What follows belongs to an exercise in optimizing a design on an open flow for small area; a production flow would make more cautious choices.
Only simulation tests tie the RTL to the original design; equivalence was not proved.
Power is estimated from default activity; no workload was simulated.

Design pwm, start of the top module:
module pwm (
    input  wire        clk,
    input  wire        reset,        
    input  wire [4:0]  address,      
    input  wire        write,
    input  wire        chipselect,
    input  wire [31:0] writedata,
    output wire [31:0] readdata,
    output wire [7:0]  pwm_out
);
    reg [31:0] regs [15:0];
    reg [15:0] wrtn;
    wire we = chipselect & write;
    integer i;
    always @(posedge clk) begin
        for (i = 0; i < 16; i = i + 1)
            if (we && address[3:0] == i)
                regs[i] <= writedata;
    end
    always @(posedge clk or posedge reset) begin
        if (reset)
            wrtn <= 16'd0;
        else
            for (i = 0; i < 16; i = i + 1)
                if (we && address[3:0] == i)
                    wrtn[i] <= 1'b1;
    end
    reg [31:0] readdata_reg;
    assign readdata = readdata_reg;
    reg [15:0] sel;
    always @* begin
        for (i = 0; i < 16; i = i + 1)
            sel[i] = ~address[4] && address[3:0] == i && wrtn[i];
    end
    wire flag_rd = wrtn[address[3:0]];
    wire k_div   = ~address[4] & ~address[0] & ~flag_rd;    
    wire k_duty  = ~address[4] &  address[0] & ~flag_rd;    
    wire [31:0] kbits = {25'd0, k_div, k_div | k_duty, k_duty, 1'b0, k_div, k_duty, 1'b0};
    wire [31:0] rd_next;
    genvar b;
    generate
        for (b = 0; b < 32; b = b + 1) begin : rb
            wire [15:0] col;
            for (genvar r = 0; r < 16; r = r + 1) begin : rc
                assign col[r] = regs[r][b];
            end
            if (b == 1 || b == 2 || b == 4 || b == 5 || b == 6) begin : k
                pwm_rdbit m (.q(col), .sel(sel), .k(kbits[b]), .y(rd_next[b]));
            end else begin : n
                pwm_rdbit0 m (.q(col), .sel(sel), .y(rd_next[b]));
            end
        end
    endgenerate
  ...
clock: 5.0 ns
lec_check: 0
cap_margin: 0
core_margin: 2
core_utilization: 65
cts_buf_list: sky130_fd_sc_hd__clkbuf_16
cts_cluster_diameter: 80
cts_cluster_size: 32
setup_slack_margin: 0
slew_margin: 0
synth_hierarchical: 1
synth_minimum_keep_size: 0
buffer_ports_args: -buffer_cell sky130_fd_sc_hd__buf_1
cts_args: -sink_clustering_enable -repair_clock_nets -buf_list sky130_fd_sc_hd__clkbuf_16 -sink_clustering_size 32 -sink_clustering_max_diameter 80 -dont_use_dummy_load
standard.sh (not shown) runs the stock make flow with config.mk's settings and CLKGATE_MAP_FILE= SYNTH_SCRIPT=/design/flow/synth_recipe.tcl, a recipe that flattens the netlist after the stock synthesis.
==> flow/flow/run.sh <==
#!/bin/bash
# Layout flow: the standard layout (standard.sh, all ORFS steps unchanged)
# with two settings added to its config.mk:
#  - port buffers: every input and output port still gets a buffer, but a
#    sky130_fd_sc_hd__buf_1 instead of the default delay cell;
#  - clock tree: the same clustering as config.mk asks for, without the dummy
#    loads CTS otherwise adds for balancing.
# The full make output goes to standard.log in the work folder; ORFS's own
# per-step logs are under orfs/logs/.
set -euo pipefail
cat >> config.mk <<'EOF'
export BUFFER_PORTS_ARGS = -buffer_cell sky130_fd_sc_hd__buf_1
export CTS_ARGS = -sink_clustering_enable -repair_clock_nets -buf_list sky130_fd_sc_hd__clkbuf_16 -sink_clustering_size 32 -sink_clustering_max_diameter 80 -dont_use_dummy_load
EOF
bash standard.sh > standard.log 2>&1
==> next run, changes <==
==> flow/run.sh (new file) <==
#!/bin/bash
# synth_recipe.tcl (not shown) runs the flow's synth.tcl, then flattens the netlist and writes it again
# the make line also repeats each setting of config.mk as NAME=value (left out here)
make -C /OpenROAD-flow-scripts/flow DESIGN_CONFIG=/design/flow/config.mk WORK_HOME=/design/flow/orfs CLKGATE_MAP_FILE= SYNTH_SCRIPT=/design/flow/synth_recipe.tcl finish
- BUFFER_PORTS_ARGS: -buffer_cell sky130_fd_sc_hd__buf_1 -> default
- CAP_MARGIN: 0 -> 20
- CORE_UTILIZATION: 65 -> 55
- CTS_ARGS: -sink_clustering_enable -repair_clock_nets -buf_list sky130_fd_sc_hd__clkbuf_16 -sink_clustering_size 32 -sink_clustering_max_diameter 80 -dont_use_dummy_load -> default
- CTS_CLUSTER_DIAMETER: 80 -> 70
- CTS_CLUSTER_SIZE: 32 -> 24
- SETUP_SLACK_MARGIN: 0 -> 0.05
- SLEW_MARGIN: 0 -> 20
removed: flow/flow/run.sh
removed: flow/standard.sh
What happened: Clock power rose by about 38%. First-iteration DRC count went up by about 13%. Synthesized area does not change. Worst hold slack gets better by 0.024 ns. Design area increases by 4.6%. Routed wire length climbs by 4.6%. Non-clock buffer count rises by 4. Power came out higher by 10%.
==> next run, changes <==
==> flow/flow/run.sh (new file) <==
#!/bin/bash
# Layout flow: the standard layout (standard.sh, all ORFS steps unchanged)
# with two settings added to its config.mk:
#  - port buffers: every input and output port still gets a buffer, but a
#    sky130_fd_sc_hd__buf_1 instead of the default delay cell;
#  - clock tree: the same clustering as config.mk asks for, without the dummy
#    loads CTS otherwise adds for balancing.
# The full make output goes to standard.log in the work folder; ORFS's own
# per-step logs are under orfs/logs/.
set -euo pipefail
cat >> config.mk <<'EOF'
export BUFFER_PORTS_ARGS = -buffer_cell sky130_fd_sc_hd__buf_1
export CTS_ARGS = -sink_clustering_enable -repair_clock_nets -buf_list sky130_fd_sc_hd__clkbuf_16 -sink_clustering_size 24 -sink_clustering_max_diameter 70 -dont_use_dummy_load
EOF
bash standard.sh > standard.log 2>&1
==> flow/standard.sh (new file) <==
#!/bin/bash
# synth_recipe.tcl (not shown) runs the flow's synth.tcl, then flattens the netlist and writes it again
# the make line also repeats each setting of config.mk as NAME=value (left out here)
make -C /OpenROAD-flow-scripts/flow DESIGN_CONFIG=/design/flow/config.mk WORK_HOME=/design/flow/orfs CLKGATE_MAP_FILE= SYNTH_SCRIPT=/design/flow/synth_recipe.tcl "${@:-finish}"
- BUFFER_PORTS_ARGS: default -> -buffer_cell sky130_fd_sc_hd__buf_1
- CTS_ARGS: default -> -sink_clustering_enable -repair_clock_nets -buf_list sky130_fd_sc_hd__clkbuf_16 -sink_clustering_size 24 -sink_clustering_max_diameter 70 -dont_use_dummy_load
removed: flow/run.sh
Effect:
- area after synthesis does not change
- setup slack loses 0.019 ns
- final cell count is lower by 1.2%
- total power is lower by 4.3%
- sequential share of layout area is higher by 1.7 points
- global-route usage is higher by 0.16 points
- clock-buffer cell count is lower by 1
- non-clock buffer count is lower by 2

[afterwards: timing with drivers on the ports]
The results above use ideal ports. As a check the final layouts listed here were re-extracted and re-timed, cells and wires unchanged. Step 1 assumes that a clkbuf_16 drives the clock port and a buf_2 every other input. Step 2, shift: input delay + t, output delay - t, t = (earliest + latest rising clock arrival at the registers) / 2. This alone moves slack from input paths to output paths. a / b / c = ideal ports / drivers / drivers and shift; a / b = the first two.
run | shift t [ns] | setup WS [ns] | clock arrival spread, ns
the first run | 0.621 | 0.191 / 0.191 / 0.191 | 0.057 / 0.058
the second run | 0.630 | 0.200 / 0.200 / 0.200 | 0.025 / 0.026
the third run | 0.608 | 0.181 / 0.181 / 0.181 | 0.044 / 0.044
After both steps setup and hold are still met in every run listed.
